This is an optimization exercise on Yosys and OpenROAD, whose aim is small area, not a production implementation.
Only simulation tests tie the RTL to the original design; equivalence was not proved.
No driver is modelled on the clock port, so clock power and skew are understated where the tree is cut down; a real chip needs a root buffer or a tree.
Power is estimated from default activity; no workload was simulated.

==> garnet: inputs <==
## top_tx
module top_tx #(parameter NB_COUNT = 3)(
			input i_reset,
			input [3:0] i_enable,
			input clock,
			output [3:0] o_leds,
			output [12:0] fir_out
			);
reg [NB_COUNT-1:0] count;
wire valid;
wire data_prbs;
assign o_leds = i_enable;
always @(posedge clock) begin
	if (i_reset)
		count <= {NB_COUNT{1'b0}};
	else if (i_enable[0])
		count <= count + 1'b1;
end
assign valid = &count;
PRBS u_prbs (.o_data(data_prbs), .i_reset(i_reset), .i_valid(valid), .clock(clock), .i_enable(i_enable[1]));
fir_filter u_fir (.clk(clock), .i_rst(i_reset), .i_valid(valid), .i_enable(i_enable[2]), .i_prbs(data_prbs), .o_data(fir_out));
endmodule
export LEC_CHECK = 0
export ABC_AREA = 1
export CAP_MARGIN = 20
export CORE_MARGIN = 2
export CORE_UTILIZATION = 40
export SLEW_MARGIN = 20
create_clock -name core_clock -period 10.0 [get_ports {clock}]
standard.sh (not shown) runs the stock make flow with config.mk's settings and CLKGATE_MAP_FILE= SYNTH_SCRIPT=/design/flow/synth_recipe.tcl, a recipe that flattens the netlist after the stock synthesis.
==> flow/flow/run.sh <==
#!/bin/bash
# Own layout flow: the standard layout (standard.sh), with three changes:
#  - Yosys's ABC step maps the combinational logic with an area-oriented script
#    (flow/abc_area_map.script: amap instead of delay-oriented map plus buffering/upsizing),
#  - no full/half-adder cell extraction before ABC (ADDER_MAP_FILE empty),
#  - port buffers are the smallest buffer cell (buf_1).
# Registers, their names and cell types are those of the standard synthesis.
set -euo pipefail
W=$(pwd)
{
  echo "proc abc {args} { set i [lsearch \$args -script]; if {\$i >= 0} { lset args [expr {\$i+1}] $W/flow/abc_area_map.script }; yosys abc {*}\$args }"
  cat synth_recipe.tcl
} > flow_synth.tcl
sed -e "s#SYNTH_SCRIPT=[^ ]*#SYNTH_SCRIPT=$W/flow_synth.tcl ADDER_MAP_FILE=#" standard.sh > flow_standard.sh
grep -q "flow_synth.tcl ADDER_MAP_FILE=" flow_standard.sh
export BUFFER_PORTS_ARGS="-buffer_cell sky130_fd_sc_hd__buf_1"
bash flow_standard.sh > flow_standard.log 2>&1
==> flow/flow/abc_area_map.script <==
strash
dch
amap
strash
dch
amap
==> cedar: changes against garnet <==
--- a/flow/flow/run.sh
+++ b/flow/flow/run.sh
@@ -1,3 +1,3 @@
 #!/bin/bash
-# Own layout flow: the standard layout (standard.sh), with three changes:
+# Own layout flow: the standard layout (standard.sh), with these changes:
 #  - Yosys's ABC step maps the combinational logic with an area-oriented script
@@ -5,3 +5,5 @@
 #  - no full/half-adder cell extraction before ABC (ADDER_MAP_FILE empty),
-#  - port buffers are the smallest buffer cell (buf_1).
+#  - port buffers are the smallest buffer cell (buf_1),
+#  - clock tree: no dummy load cells, and after CTS (flow/post_cts.tcl) one clock buffer
+#    from the clock port drives all registers.
 # Registers, their names and cell types are those of the standard synthesis.
@@ -16,2 +18,5 @@
 export BUFFER_PORTS_ARGS="-buffer_cell sky130_fd_sc_hd__buf_1"
+export CTS_ARGS="$(cat flow/cts_args.txt)"
+export POST_CTS_TCL=$W/flow/post_cts.tcl
+export CLOCK_ROOT_CELL=sky130_fd_sc_hd__buf_8
 bash flow_standard.sh > flow_standard.log 2>&1
==> flow/flow/cts_args.txt (new file) <==
-sink_clustering_enable -repair_clock_nets -dont_use_dummy_load
==> flow/flow/post_cts.tcl (new file) <==
# After clock tree synthesis: the design is small, so the clock root buffer drives every
# register directly. The tree's other buffers are removed and their loads moved to the
# root buffer's net; the root buffer is the cell named in CLOCK_ROOT_CELL (set in run.sh), placed at the centre of the registers. Clock port -> one buffer -> registers.
set block [ord::get_db_block]
set clk_port_net [$block findNet clock]
set root ""
foreach it [$clk_port_net getITerms] {
  set inst [$it getInst]
  if {[string match "*clkbuf*" [[$inst getMaster] getName]]} { set root $inst }
}
if {$root eq ""} { error "post_cts: no clock root buffer found" }
set rootnet [[$root findITerm X] getNet]
set removed 1
while {$removed} {
  set removed 0
  foreach it [$rootnet getITerms] {
    set inst [$it getInst]
    if {$inst == $root} { continue }
    if {![string match "*clkbuf*" [[$inst getMaster] getName]]} { continue }
    set outnet [[$inst findITerm X] getNet]
    foreach sit [$outnet getITerms] {
      if {[$sit getInst] != $inst} { $sit disconnect; $sit connect $rootnet }
    }
    puts "post_cts: removing [$inst getName]"
    odb::dbInst_destroy $inst
    odb::dbNet_destroy $outnet
    set removed 1
    break
  }
}
replace_cell [$root getName] $::env(CLOCK_ROOT_CELL)
# place the root buffer at the centre of its loads (detailed_placement legalizes it)
set sx 0; set sy 0; set n 0
foreach it [$rootnet getITerms] {
  set inst [$it getInst]
  if {$inst == $root} { continue }
  set loc [$inst getLocation]
  incr sx [lindex $loc 0]; incr sy [lindex $loc 1]; incr n
}
if {$n > 0} {
  $root setPlacementStatus PLACED
  $root setLocation [expr {$sx / $n}] [expr {$sy / $n}]
}
puts "post_cts: root [$root getName] drives [llength [$rootnet getITerms]] pins"
estimate_parasitics -placement
detailed_placement
check_placement -verbose
report_clock_min_period
==> flow_metrics.py <==
metrics = {
    "status": {
        "status": "complete, no violations",
    },
    "timing": {
        "setup_slack_ps": 2410,
    },
    "finish": {
        "n_clock_buffer": 1,
        "fin_util_pct": 43.5,
        "clk_share_pct": 0.957,
        "finalNonFillerCells": 276,
    },
    "pwr": {
        "power.total_uw": 165,
        "p_int_uw": 119,
        "pwr-share-comb_pct": 18.2,
    },
    "worst_setup_path": {
        "max_stage_delay_ps": 510,
    },
    "route": {
        "vias": 1524,
    },
}
[end of results for cedar]
==> flow_metrics.py <==
metrics = {
    "status": {
        "status": "complete, no violations",
    },
    "finish": {
        "clk_share_pct": 4.39,
        "fin_util_pct": 45.1,
        "drive_above_1_share_pct": 1.73,
        "finalNonFillerCells": 279,
        "seq_cell_count": 24,
    },
    "synth": {
        "synth.avg_cell_area_um2": 6.88,
    },
    "route": {
        "vias": 1522,
    },
    "pwr": {
        "pwr-share-comb_pct": 14.1,
        "power.total_uw": 214,
        "p_int_uw": 161,
    },
    "timing": {
        "setup_slack_ps": 2270,
    },
    "worst_setup_path": {
        "max_stage_delay_ps": 490,
    },
    "grt": {
        "antenna_found_initial": 0,
        "grt_use_met2_pct": 29.8,
        "grt-ovfl-total": 0,
    },
    "clock_tree": {
        "clock_path_buffers": 2,
    },
    "place": {
        "dpl.hpwl_um": 2630,
    },
}
[end of results for garnet]

-- afterwards: timing with drivers on the ports --
The results above use ideal ports. As a check the final layouts listed here were re-extracted and re-timed, cells and wires unchanged.
Step 1 (the two cells are an assumption about what drives the block):
set clk [get_ports {clock}]
set_driving_cell -lib_cell sky130_fd_sc_hd__clkbuf_16 $clk
set_driving_cell -lib_cell sky130_fd_sc_hd__buf_2 [delete_from_list [all_inputs] $clk]
Step 2 moves the port delays by t, midway between the first and last clock arrival at a register: inputs arrive t later, outputs are due t later. That takes back most of the time a late clock gives input paths.
Three values: ideal ports, drivers, drivers and shift; two values: the first two.
| run | shift t [ns] | setup WS [ns] | worst setup path after step 2 | pins driven straight from the clock port |
|---|---|---|---|---|
| garnet | 0.286 | 2.270 / 2.246 / 2.532 | register to output | 1 |
| cedar | 0.167 | 2.406 / 2.379 / 2.546 | register to output | 1 |
After both steps setup and hold are still met in every run listed.
